From an optimization exercise on the open Yosys and OpenROAD flow, aimed at small area; shortcuts taken in it are not production practice. In this exercise RTL edits were held to simulation tests only and were not proved equivalent to the original. No activity file was given, so power comes from the tool's default toggle rates.

## main
Design Digitales2_TopMod, start of the top module:
module Digitales2_TopMod(
		input clk, rst,EN,
		input ps2d, ps2c,
		output correct,
		output [1:0] Alarma_Vent,
		output [7:0] Catodos,
		output [3:0] Anodos
    );
reg       smp;
reg [2:0] run;
reg       ps2_act;
wire      sat      = (run == 3'd7);
wire      ps2_next = sat ? smp : ps2_act;
wire      fall_edge = ps2_act & sat & ~smp;
always @(posedge clk, posedge rst)
	if (rst) begin
		smp <= 1'b0;
		ps2_act <= 1'b0;
	end else begin
		smp <= ps2c;
		ps2_act <= ps2_next;
	end
always @(posedge clk)
	run <= (ps2c != smp) ? 3'd0 : sat ? 3'd7 : run + 3'd1;
reg [3:0]  rq;
reg [10:0] bus;
wire done  = (rq == 4'd1);
wire shift = fall_edge & ((rq == 4'd0) ? EN : (rq != 4'd1));
always @(posedge clk, posedge rst)
	if (rst) begin
		rq <= 4'd0;
		bus <= 11'd0;
	end else begin
		if (shift) bus <= {ps2d, bus[10:1]};
		if (rq == 4'd0) begin
			if (fall_edge & EN) rq <= 4'd11;
		end else if (done | fall_edge)
			rq <= rq - 4'd1;
	end
assign correct = bus[0];
reg brk;
wire tick = brk & done;
always @(posedge clk, posedge rst)
	if (rst) brk <= 1'b0;
	else if (done) brk <= ~brk & (bus[8:1] == 8'hF0);
localparam [3:0] K_OLOW = 4'd2,    
                 K_D1 = 4'd6, K_D2 = 4'd4, K_D3 = 4'd13, K_D4 = 4'd0, K_D5 = 4'd3,
                 K_D6 = 4'd15, K_D7 = 4'd7, K_D8 = 4'd5, K_D9 = 4'd1,    
                 K_W = 4'd10,      
                 K_ACC = 4'd14,    
  ...
Size: ~290 cells after synthesis, roughly 2800 um^2 of cells after synthesis.
export LEC_CHECK = 0
export CAP_MARGIN = 20
export CORE_MARGIN = 2
export CORE_UTILIZATION = 40
export PLACE_DENSITY = 0.6
export SLEW_MARGIN = 20
create_clock -name core_clock -period 10.0 [get_ports {clk}]
standard.sh (not shown) runs the stock make flow with config.mk's settings and CLKGATE_MAP_FILE= SYNTH_SCRIPT=/design/flow/synth_recipe.tcl, a recipe that flattens the netlist after the stock synthesis.
==> flow/flow/run.sh <==
#!/bin/bash
# Own layout flow: the standard layout (standard.sh), with
#  1. synthesis without half/full-adder cell extraction (ADDER_MAP_FILE empty);
#  2. the combinational logic of the synthesized netlist re-mapped by ABC for
#     area; every register cell, its name and its nets are kept, and
#     the new netlist is used only if a SAT proof shows it equal to the old one
#     with the registers cut (check_*.ys); ABC runs with four seeds and the
#     smallest proven netlist is used; without one the standard netlist is kept;
#  3. port buffers of sky130_fd_sc_hd__buf_1 (every port still gets one);
#  4. a clock tree of clkbuf_4 without dummy loads.
# Each tool writes its full output to its own log in this folder (flow_*.log),
# besides ORFS's own logs under orfs/logs.
set -euo pipefail
HERE=$(pwd)
F=$HERE/flow
R=$HERE/orfs/results/$FLOW_PLATFORM/Digitales2_TopMod/base
LIB=$FLOW_HOME/platforms/$FLOW_PLATFORM/lib/sky130_fd_sc_hd__tt_025C_1v80.lib
YOSYS=$FLOW_HOME/../tools/install/yosys/bin/yosys
[[ -x $YOSYS ]] || YOSYS=$(command -v yosys)

bash standard.sh "ADDER_MAP_FILE=" synth > flow_synth.log 2>&1

cp $R/1_2_yosys.v $HERE/netlist_std.v
SEQ=$(grep -o "sky130_fd_sc_hd__[a-z0-9_]*" $HERE/netlist_std.v | sort -u | grep -E "__(df|edf|sdf|dl|conb)" | tr '\n' ' ')
DU=$(cat $F/dont_use.txt)
# ABC runs with four random seeds in parallel; the smallest netlist that passes
# the equivalence proof is used.
remap() {  # remap SEED
  local S=$1
  printf 'strash\n&get -n\n&deepsyn -T 20 -S %s\n&put\ndch -f\namap\n' $S > $HERE/remap_$S.abc
  cat > $HERE/remap_$S.ys <<EOF
read_liberty -ignore_miss_func $LIB
blackbox $SEQ
read_verilog $HERE/netlist_std.v
hierarchy -top $FLOW_TOP
flatten
rename -hide w:*.*
opt -purge
abc -script $HERE/remap_$S.abc -liberty $LIB $DU
opt_clean -purge
hilomap -singleton -hicell sky130_fd_sc_hd__conb_1 HI -locell sky130_fd_sc_hd__conb_1 LO
insbuf -buf sky130_fd_sc_hd__buf_4 A X
opt_clean -purge
check -mapped
tee -o $HERE/remap_$S.area stat -liberty $LIB
write_verilog -noattr -nohex -nodec $HERE/netlist_remap_$S.v
EOF
  $YOSYS -s $HERE/remap_$S.ys > flow_remap_$S.log 2>&1 || return 1
  python3 $F/cutff.py $HERE/netlist_remap_$S.v $HERE/cut_remap_$S.v || return 1
  cat > $HERE/check_$S.ys <<EOF
read_liberty -ignore_miss_func $LIB
read_verilog $HERE/cut_std.v
rename $FLOW_TOP gold
read_verilog $HERE/cut_remap_$S.v
rename $FLOW_TOP gate
flatten gold gate
miter -equiv -flatten -make_outputs gold gate miter
hierarchy -top miter
sat -verify -prove trigger 0 miter
EOF
  $YOSYS -s $HERE/check_$S.ys > flow_check_$S.log 2>&1 || return 1
  grep "Chip area" $HERE/remap_$S.area | tail -1 | awk '{print $NF}' > $HERE/remap_$S.ok
}
use_remap=0
best=""
if python3 $F/cutff.py $HERE/netlist_std.v $HERE/cut_std.v; then
  for S in 0 1 2 3; do remap $S & done
  wait || true
  for S in 0 1 2 3; do
    if [[ -s $HERE/remap_$S.ok ]]; then echo "$(cat $HERE/remap_$S.ok) $S"; fi
  done > $HERE/remap_areas.txt
  best=$(sort -g $HERE/remap_areas.txt | head -1 | awk '{print $2}') || best=""
  [[ -n $best ]] && use_remap=1
fi
echo "use_remap=$use_remap seed=$best" > flow_choice.log
if [[ $use_remap == 1 ]]; then
  cp $HERE/netlist_remap_$best.v $R/1_2_yosys.v
  rm -f $R/1_synth.odb
fi

bash standard.sh "ADDER_MAP_FILE=" \
  "BUFFER_PORTS_ARGS=-buffer_cell sky130_fd_sc_hd__buf_1" \
  "CTS_ARGS=-sink_clustering_enable -repair_clock_nets -dont_use_dummy_load -buf_list sky130_fd_sc_hd__clkbuf_4 -sink_clustering_size 8 -sink_clustering_max_diameter 60" \
  finish > flow_finish.log 2>&1
Other scripts of this flow, unchanged in this note and not shown: flow/flow/cutff.py, flow/flow/dont_use.txt
For the feature branch, these inputs were changed with respect to main:
--- a/flow/design.v
+++ b/flow/design.v
@@ -121,36 +121,32 @@
 always @(posedge clk) begin
 	if (cs == S2) r_dec <= c_dec;
 	if (cs == S3) r_uni <= c_uni;
 	if (cs == S4) r_ok <= c_pre;
 	else if (cs == S5) r_ok <= r_ok & ~c_ign;
 end
 wire       wrap  = (r_dec == 2'd3) & (r_uni[3] | r_uni[2] | r_uni[1]);
 wire [3:0] t_uni = wrap ? r_uni - 4'd2 : r_uni;
 wire [1:0] t_dec = wrap ? 2'd0 : r_dec;
 reg [14:0] lf;
-reg [1:0]  hi;
-reg [1:0]  dsp;
+reg [2:0]  hi;
 wire lf_z14 = (lf[13:0] == 14'd0);
 wire wrap15 = lf_z14 & ~lf[14];
-wire en_mod = wrap15 & hi[0] & ~hi[1];               
 always @(posedge clk, posedge rst)
 	if (rst) begin
 		lf <= 15'd1;
-		hi <= 2'd0;
-		dsp <= 2'd0;
+		hi <= 3'd0;
 	end else begin
 		lf <= {lf[13:0], lf[14] ^ lf[13] ^ lf_z14};
-		if (wrap15) hi <= hi + 2'd1;
-		if (en_mod) dsp <= dsp + 2'd1;
-	end
-wire en_ctrl = wrap15 & hi[0] & hi[1] & dsp[0];
+		if (wrap15) hi <= hi + 3'd1;
+	end
+wire en_ctrl = wrap15 & hi[0] & hi[1] & ~hi[2];    
 reg [1:0] est;
 always @(posedge clk, posedge rst)
 	if (rst) est <= 2'd0;
 	else if (en_ctrl) begin
 		case (est)
 			2'd0: if (active) est <= 2'd1;
 			2'd1: est <= 2'd2;
 			2'd2: est <= 2'd3;
 			2'd3: est <= 2'd1;
 		endcase
@@ -167,20 +163,25 @@
 		T_dec <= t_dec;
 	end
 always @(posedge clk)
 	if (est == 2'd1) ok <= r_ok;
 reg [1:0] alarm;
 always @(posedge clk, posedge rst)
 	if (rst) alarm <= 2'd0;
 	else if (est == 2'd3)
 		alarm <= ~ok ? 2'b00 : ((T_dec != 2'd0) | T_uni[3]) ? 2'b11 : T_uni[2] ? 2'b01 : 2'b00;
 assign Alarma_Vent = alarm;
+reg dsp_hi;
+always @(posedge clk, posedge rst)
+	if (rst) dsp_hi <= 1'b0;
+	else if (wrap15 & hi[0] & ~hi[1] & hi[2]) dsp_hi <= ~dsp_hi;
+wire [1:0] dsp = {dsp_hi, hi[2] ^ hi[1]};
 reg [3:0] an;
 reg [7:0] cat;
 always @* begin
 	case (dsp)
 		2'd0: begin
 			an = 4'b1110;
 			case (est)
 				2'd0: cat = 8'b11000000;
 				2'd1: cat = 8'b11111001;
 				2'd2: cat = 8'b10100100;
On area after synthesis, main tracks the feature branch almost exactly.
Summary of the feature branch over main: clock-pin slew reported for the worst setup and hold paths after clock tree synthesis level; number of input and output port buffers inserted flat; met3 usage shows an increase of 2.2 points; part of the total power dissipated in combinational logic went down.
Against main, the feature branch reports a switching part of the total that is lower.
Post-layout worst setup margin for the feature branch: 0.033 ns up relative to main
Compared with main, the feature branch shows routed wire length that has gone up slightly.
The feature branch vs. main: share of total power in the clock network has increased; final instance area has remained practically unchanged; multi-input combinational cell area has remained practically unchanged; detailed-route via count has remained practically unchanged.

-- static timing again, ports no longer ideal --
How much do the figures lean on ideal ports? The routed layouts below were timed once more, with nothing changed but the port constraints. Step 1 assumes that a clkbuf_16 drives the clock port and a buf_2 every other input. Step 2 moves the port delays by t, midway between the first and last clock arrival at a register: inputs arrive t later, outputs are due t later. That takes back most of the time a late clock gives input paths. Slacks: no drivers / after step 1 / after step 2; pairs: no drivers / after step 1.
| run | shift t [ns] | slack for setup (ns) | worst hold slack (ns) | latest minus earliest clock arrival (ns) | worst data-port slew with drivers (ns) |
|---|---|---|---|---|---|
| main | 0.405 | 5.555 / 5.526 / 5.932 | 0.356 / 0.356 / 0.356 | 0.031 / 0.031 | 0.03 |
| the feature branch | 0.412 | 5.588 / 5.560 / 5.972 | 0.380 / 0.380 / 0.380 | 0.027 / 0.028 | 0.03 |
After both steps setup and hold are still met in every run listed.
